Background: an optimization exercise with open tools, aiming at small area and a short achievable clock period. Do not read the settings as production practice. In this exercise RTL edits were held to simulation tests only and were not proved equivalent to the original.

==> run G <==
Design top_32bit, start of the top module:
module top_32bit(
    input               clk,
    input               we,
    input               reset,
    input      [31:0]   data,
    input      [1:0]    p_sel,
    input      [31:0]   P0,
    input      [31:0]   P1,
    output     [31:0]   P0_out,
    output     [31:0]   P1_out,
    output     [31:0]   data_out
  );
==> flow/config.mk <==
export PLATFORM = sky130hd
export DESIGN_NAME = top_32bit
export DESIGN_NICKNAME = top_32bit
export VERILOG_FILES = /design/flow/design.v
export SDC_FILE = /design/flow/constraint.sdc
export NUM_CORES = 4
export LEC_CHECK = 0
export CAP_MARGIN = 20
export CORE_MARGIN = 2
export CORE_UTILIZATION = 40
export SETUP_SLACK_MARGIN = 5
export SLEW_MARGIN = 20
==> flow/constraint.sdc <==
create_clock -name core_clock -period 12.0 [get_ports {clk}]
set_input_delay 2.4000 -clock core_clock [delete_from_list [all_inputs] [get_ports {clk}]]
set_output_delay 2.4000 -clock core_clock [all_outputs]
set_load 0.01 [all_outputs]
run.sh (not shown) runs the stock make flow with config.mk's settings and CLKGATE_MAP_FILE= SYNTH_SCRIPT=/design/flow/synth_recipe.tcl, a recipe that flattens the netlist after the stock synthesis.
==> run C (differences from run G) <==
Settings changed: CORE_UTILIZATION 40 to 60, SYNTH_HIERARCHICAL set to 1.
==> run P (differences from run G) <==
==> flow/flow/run.sh (new file) <==
#!/bin/bash
set -euo pipefail
bash standard.sh SETUP_SLACK_MARGIN=7 finish > layout_make.log 2>&1
==> flow/standard.sh (new file) <==
#!/bin/bash
# synth_recipe.tcl (not shown) runs the flow's synth.tcl, then flattens the netlist and writes it again
# the make line also repeats each setting of config.mk as NAME=value (left out here)
make -C /OpenROAD-flow-scripts/flow DESIGN_CONFIG=/design/flow/config.mk WORK_HOME=/design/flow/orfs CLKGATE_MAP_FILE= SYNTH_SCRIPT=/design/flow/synth_recipe.tcl "${@:-finish}"
Settings changed: SETUP_SLACK_MARGIN 5 to not set, SYNTH_HIERARCHICAL set to 1.
removed: flow/run.sh
==> notes <==
- Worst hold slack is about the same in run P and run G.
- Synthesized cell count: run C is larger than run G (2.4%).
- Run C finished with timing, DRC and antenna clean. Run G ran to the end with no violations. Run P finished clean.
- Critical path depth: run G is lower than run P (1).
- Of run P and run G, run P has the higher clock-buffer cell count (gap 19).
- Against run G, the area after synthesis of run P is larger by about 1.5%.
- Against run G, the clock skew of run P is higher by 5.2 ps.
- Between run P and run C, the lower global-route usage is in run P (gap 9.1 points).

========
==> inputs of run X <==
top_32bit, a different RTL version from the one above (not shown whole).
Design top_32bit, start of the top module:
module top_32bit(
    input               clk,
    input               we,
    input               reset,
    input      [31:0]   data,
    input      [1:0]    p_sel,
    input      [31:0]   P0,
    input      [31:0]   P1,
    output     [31:0]   P0_out,
    output     [31:0]   P1_out,
    output     [31:0]   data_out
  );
  localparam [2:0] OP_ADD = 3'd0, OP_SUB = 3'd1, OP_MUL = 3'd2, OP_AND = 3'd3,
                   OP_OR  = 3'd4, OP_XOR = 3'd5, OP_LT  = 3'd6;
  reg  [4:0]  a1;
  reg         first;
  always @(posedge clk or posedge reset)
    if (reset) a1 <= 5'd0;
    else       a1 <= first ? 5'd0 : a1 + 5'd1;
  always @(posedge clk)
    first <= reset;
  wire [3:0] d_op = data[31:28];
  wire [2:0] d_rs = data[27:25];
  wire [2:0] d_rA = data[24:22];
  wire [2:0] d_rB = data[21:19];
  reg  [2:0] e_op, e_A, e_B;
  always @* begin
    e_A = d_rA;
    e_B = d_rB;
    case (d_op)
      4'b0000: e_op = OP_ADD;
      4'b0001: e_op = OP_SUB;
      4'b0010: e_op = OP_MUL;
      4'b0011: e_op = OP_AND;
      4'b0100: e_op = OP_OR;
      4'b0101: e_op = OP_XOR;
      4'b0110: begin e_op = OP_LT; e_A = d_rB; e_B = d_rA; end
      4'b0111: e_op = OP_LT;
      4'b1001: begin e_op = OP_AND; e_B = d_rA; end
      default: begin e_op = OP_XOR; e_B = d_rA; end
    endcase
  end
  wire [11:0] enc = {e_op, d_rs, e_A, e_B};
  reg  [11:0] mem [0:31];
  always @(posedge clk)
    if (we) mem[a1] <= enc;
  wire [11:0] Jn = we ? enc : mem[a1];
  wire [2:0]  jn_A = Jn[5:3];
  wire [2:0]  jn_B = Jn[2:0];
  reg  [5:0]  J;
  always @(posedge clk)
    J <= Jn[11:6];
  wire [2:0] j_op = J[5:3];
  wire [2:0] j_rs = J[2:0];
  reg  [31:0]  R0, R1;
  reg  [191:0] Rh;         
  reg  [7:2]   valid;
  reg  [2:0]   rs_cur;     
  wire [31:0]  alu;        
  wire [31:0]  alu_rf;     
  wire [31:0]  wb0 = p_sel[0] ? alu_rf : P0;
  wire [31:0]  wb1 = p_sel[1] ? alu_rf : P1;
  always @(posedge clk or posedge reset)
    if (reset) begin
      R0 <= 32'd0;
      R1 <= 32'd0;
    end else begin
      if (rs_cur == 3'd0) R0 <= wb0;
      if (rs_cur == 3'd1) R1 <= wb1;
    end
  genvar k;
  generate
    for (k = 2; k < 8; k = k + 1) begin : g_reg
      always @(posedge clk)
  ...
export LEC_CHECK = 0
export CAP_MARGIN = 20
export CORE_MARGIN = 2
export CORE_UTILIZATION = 55
export SETUP_SLACK_MARGIN = 5
export SLEW_MARGIN = 20
export SYNTH_HIERARCHICAL = 1
create_clock -name core_clock -period 12.0 [get_ports {clk}]
Stock flow here: none of the scripts above is used.
==> inputs of run R, as changes to run X <==
==> flow/flow/run.sh (new file) <==
#!/bin/bash
set -euo pipefail
bash standard.sh SETUP_SLACK_MARGIN=6.5 finish > layout_make.log 2>&1
==> flow/standard.sh (new file) <==
#!/bin/bash
# synth_recipe.tcl (not shown) runs the flow's synth.tcl, then flattens the netlist and writes it again
# the make line also repeats each setting of config.mk as NAME=value (left out here)
make -C /OpenROAD-flow-scripts/flow DESIGN_CONFIG=/design/flow/config.mk WORK_HOME=/design/flow/orfs CLKGATE_MAP_FILE= SYNTH_SCRIPT=/design/flow/synth_recipe.tcl "${@:-finish}"
Settings changed: CORE_UTILIZATION 55 to 60, SETUP_SLACK_MARGIN 5 to default.
removed: flow/run.sh
==> notes.md <==
Met3 WL: 18.0 mm
Area occupied by multi-input gates: 23000 um^2
Tap Cells: 959
Outcome: timing/DRC/antenna clean
Placed cell count: 4698
Worst hold margin: 0.472 ns
Routed wire length per instance: 32.1 um
First-pass GRT wire length: 223 mm
Clock Latency Late Sink: 0.68 ns
Nets@finish: 4393
Core Region: 73200 um^2
(the above is from run R)
==> notes.md <==
Outcome: timing/DRC/antenna clean
First-pass GRT wire length: 217 mm
Nets@finish: 4192
Placed cell count: 4825
Clock Latency Late Sink: 0.67 ns
Area occupied by multi-input gates: 20600 um^2
Met3 WL: 13.8 mm
Core Region: 80400 um^2
Tap Cells: 1060
Worst hold margin: 0.462 ns
Routed wire length per instance: 30.4 um
(the above is from run X)

========
==> xenon <==
top_32bit, a different RTL version from the one above (not shown whole).
==> flow/config.mk <==
export PLATFORM = sky130hd
export DESIGN_NAME = top_32bit
export DESIGN_NICKNAME = top_32bit
export VERILOG_FILES = /design/flow/design.v
export SDC_FILE = /design/flow/constraint.sdc
export NUM_CORES = 4
export LEC_CHECK = 0
export CAP_MARGIN = 20
export CORE_MARGIN = 2
export CORE_UTILIZATION = 40
export SLEW_MARGIN = 20
==> flow/constraint.sdc <==
create_clock -name core_clock -period 12.0 [get_ports {clk}]
set_input_delay 2.4000 -clock core_clock [delete_from_list [all_inputs] [get_ports {clk}]]
set_output_delay 2.4000 -clock core_clock [all_outputs]
set_load 0.01 [all_outputs]
Stock flow here: none of the scripts above is used.
==> quartz: changes against xenon <==
ABC_CLOCK_PERIOD_IN_PS = 6000   (was not set)
SETUP_SLACK_MARGIN = 5   (was not set)
==> summary of the runs <==
Utilization: quartz is higher than xenon (5.1 points). Against xenon, the clock skew of quartz is higher by 0.0054 ns. quartz finished with timing, DRC and antenna clean. xenon went through all stages and came out clean. In xenon the worst hold slack is worse than in quartz, by 0.016 ns. In critical path depth, quartz and xenon do not differ. Fmax: quartz is higher than xenon (25%). Flip-flop and latch count is the same in xenon and quartz.

========
==> inputs of job 1060 <==
top_32bit, a different RTL version from the one above (not shown whole).
clock: 12.0 ns
lec_check: 0
cap_margin: 20
core_margin: 2
core_utilization: 60
slew_margin: 20
synth_hierarchical: 1
standard.sh (not shown) runs the stock make flow with config.mk's settings and CLKGATE_MAP_FILE= SYNTH_SCRIPT=/design/flow/synth_recipe.tcl, a recipe that flattens the netlist after the stock synthesis.
==> flow/flow/run.sh <==
#!/bin/bash
set -euo pipefail
bash standard.sh SETUP_SLACK_MARGIN=6.5 finish > layout_make.log 2>&1
==> job 3635: changes against job 1060 <==
--- a/flow/design.v
+++ b/flow/design.v
@@ -102,29 +102,22 @@
     A_reg = 32'd0;
     B_reg = 32'd0;
     for (i = 0; i < 8; i = i + 1) begin
       A_reg = A_reg | ({32{selA[i]}} & Rall[32*i +: 32]);
       B_reg = B_reg | ({32{selB[i]}} & Rall[32*i +: 32]);
     end
   end
   wire [31:0] A, B;
-  wire [3:0]  ga, gp0, gp1;
-  opctl u_cA0 (.g0(gA0), .g1(gA1), .gy(gAY), .p_sel(p_sel), .ga(ga[0]), .gp0(gp0[0]), .gp1(gp1[0]));
-  opctl u_cA1 (.g0(gA0), .g1(gA1), .gy(gAY), .p_sel(p_sel), .ga(ga[1]), .gp0(gp0[1]), .gp1(gp1[1]));
-  opctl u_cB0 (.g0(gB0), .g1(gB1), .gy(gBY), .p_sel(p_sel), .ga(ga[2]), .gp0(gp0[2]), .gp1(gp1[2]));
-  opctl u_cB1 (.g0(gB0), .g1(gB1), .gy(gBY), .p_sel(p_sel), .ga(ga[3]), .gp0(gp0[3]), .gp1(gp1[3]));
-  opmux u_opA0 (.alu(alu[15:0]), .p0(P0[15:0]), .p1(P1[15:0]), .r(A_reg[15:0]),
-                .ga(ga[0]), .gp0(gp0[0]), .gp1(gp1[0]), .y(A[15:0]));
-  opmux u_opA1 (.alu(alu[31:16]), .p0(P0[31:16]), .p1(P1[31:16]), .r(A_reg[31:16]),
-                .ga(ga[1]), .gp0(gp0[1]), .gp1(gp1[1]), .y(A[31:16]));
-  opmux u_opB0 (.alu(alu[15:0]), .p0(P0[15:0]), .p1(P1[15:0]), .r(B_reg[15:0]),
-                .ga(ga[2]), .gp0(gp0[2]), .gp1(gp1[2]), .y(B[15:0]));
-  opmux u_opB1 (.alu(alu[31:16]), .p0(P0[31:16]), .p1(P1[31:16]), .r(B_reg[31:16]),
-                .ga(ga[3]), .gp0(gp0[3]), .gp1(gp1[3]), .y(B[31:16]));
+  opmux u_opA (.alu(alu), .p0(P0), .p1(P1), .r(A_reg),
+               .ga(gAY | (gA0 & p_sel[0]) | (gA1 & p_sel[1])),
+               .gp0(gA0 & ~p_sel[0]), .gp1(gA1 & ~p_sel[1]), .y(A));
+  opmux u_opB (.alu(alu), .p0(P0), .p1(P1), .r(B_reg),
+               .ga(gBY | (gB0 & p_sel[0]) | (gB1 & p_sel[1])),
+               .gp0(gB0 & ~p_sel[0]), .gp1(gB1 & ~p_sel[1]), .y(B));
   wire        nr    = ~reset;
   wire        s_mul = nr & (j_op == OP_MUL);
   wire        s_add = nr & (j_op == OP_ADD);
   wire        s_sub = nr & (j_op == OP_SUB);
   wire        s_or  = nr & (j_op == OP_OR);
   wire        s_xor = nr & (j_op == OP_XOR);
   wire        s_lt  = nr & (j_op == OP_LT);
   wire        s_and = nr & (j_op == OP_AND | j_op == 3'd7);
@@ -143,25 +136,19 @@
     mid    <= mid_next;
     rs_cur <= reset ? 3'd0 : j_rs;
   end
   csaback u_back (.m(mid), .s(alu), .s2(alu_rf));
   assign P0_out   = R0;
   assign P1_out   = R1;
   assign data_out = alu;
 endmodule
-module opmux(input [15:0] alu, input [15:0] p0, input [15:0] p1, input [15:0] r,
-             input ga, input gp0, input gp1, output [15:0] y);
-  assign y = ({16{ga}} & alu) | ({16{gp0}} & p0) | ({16{gp1}} & p1) | r;
-endmodule
-module opctl(input g0, input g1, input gy, input [1:0] p_sel,
-             output ga, output gp0, output gp1);
-  assign ga  = gy | (g0 & p_sel[0]) | (g1 & p_sel[1]);
-  assign gp0 = g0 & ~p_sel[0];
-  assign gp1 = g1 & ~p_sel[1];
+module opmux(input [31:0] alu, input [31:0] p0, input [31:0] p1, input [31:0] r,
+             input ga, input gp0, input gp1, output [31:0] y);
+  assign y = ({32{ga}} & alu) | ({32{gp0}} & p0) | ({32{gp1}} & p1) | r;
 endmodule
 module mulfront(input [15:0] a, input [15:0] b, input is_mul, input [31:0] ox,
                 input [31:0] oy, input ocin, output [93:0] m);
   wire one1;
   wire two2;
   wire neg3;
   wire pp4;
   wire pp5;
==> comparison <==
First-iteration DRC count: job 3635 is larger than job 1060 (8.5%). Of job 1060 and job 3635, job 1060 has the higher non-clock buffer count (gap 10). Against job 1060, the cell count of job 3635 is higher by 0.25%. Against job 3635, the register-to-register slack of job 1060 is lower by 0.19 ns. In job 1060 the hold slack is better than in job 3635, by 0.026 ns. Worst setup slack: job 3635 is worse than job 1060 (0.16 ns). Of job 3635 and job 1060, job 3635 has the higher utilization (gap 0.96 points). In critical path depth, job 1060 and job 3635 do not differ.
==> figures <==
| metric | job 3635 | job 1060 |
|---|---|---|
| Result of the run | finished clean | finished clean |
| Non-filler cells in the finished layout | 5188 | 5175 |
| Clock Pin Slew Worst Setup and Hold Paths | 0.06 ns | 0.07 ns |
| Final clock period utilization by the worst path | 48.45% | 47.09% |
| Post-CTS Resized | 281 | 291 |
| Met3 wire length | 22070 microns | 23390 microns |
| Simple-gate portion of the synthesized area | 7.781% | 7.594% |
| Final layout net count | 4333 | 4309 |
| Worst Min Path Start | valid[2] | valid[4] |
| Total number of placement rows | 99 | 100 |
| Final HPWL from detailed placement | 101800 microns | 98300 microns |
| Die area | 76240 sq um | 76760 sq um |
| Met1 routing resource usage after global routing | 55.11% | 57.18% |
| Synth top area share | 38.93% | 38.67% |
| Final antenna diode count | 3 | 4 |
| Area fraction in compound gates after synthesis | 17.36% | 17.72% |
| Adder-cell share of the synthesized area | 4.768% | 4.735% |
| Area of placed instances | 47630 sq um | 47520 sq um |
| Average wire per standard cell | 31.72 microns | 30.89 microns |
| Proportion of cell area occupied by multi-input gates | 43.69% | 43.44% |

[re-timing with driven ports]
No port has a modelled driver above. Below, the same layouts with a new extraction and two added sets of constraints.
Step 1 (the two cells are an assumption about what drives the block):
set clk [get_ports {clk}]
set_driving_cell -lib_cell sky130_fd_sc_hd__clkbuf_16 $clk
set_driving_cell -lib_cell sky130_fd_sc_hd__buf_2 [delete_from_list [all_inputs] $clk]
Step 2 moves the port delays by t, midway between the first and last clock arrival at a register: inputs arrive t later, outputs are due t later. That takes back most of the time a late clock gives input paths.
Slacks: ideal ports / drivers / drivers and shift; pairs: ideal ports / drivers.
run	t (ns)	setup WS [ns]	hold WS [ns]	clock arrival spread, ns
run G	0.732	4.878 / 4.808 / 4.435	0.458 / 0.458 / 0.458	0.050 / 0.049
run C	0.712	5.104 / 5.034 / 4.596	0.466 / 0.466 / 0.466	0.044 / 0.043
run P	0.742	5.149 / 5.078 / 5.203	0.458 / 0.458 / 0.458	0.055 / 0.054
run X	0.728	5.052 / 4.978 / 4.548	0.462 / 0.462 / 0.462	0.051 / 0.051
run R	0.719	6.013 / 5.945 / 5.742	0.472 / 0.472 / 0.472	0.056 / 0.056
xenon	0.699	1.569 / 1.569 / 1.005	0.460 / 0.460 / 0.460	0.032 / 0.032
quartz	0.710	3.635 / 3.673 / 2.963	0.475 / 0.475 / 0.475	0.033 / 0.032
job 1060	0.710	6.349 / 6.280 / 5.842	0.478 / 0.478 / 0.478	0.033 / 0.032
job 3635	0.708	6.186 / 6.119 / 5.776	0.452 / 0.452 / 0.452	0.035 / 0.035
After both steps every run listed still meets setup and hold. For quartz, which loses most, drivers alone change the setup slack by +0.038 ns; drivers and shift together by -0.672 ns.
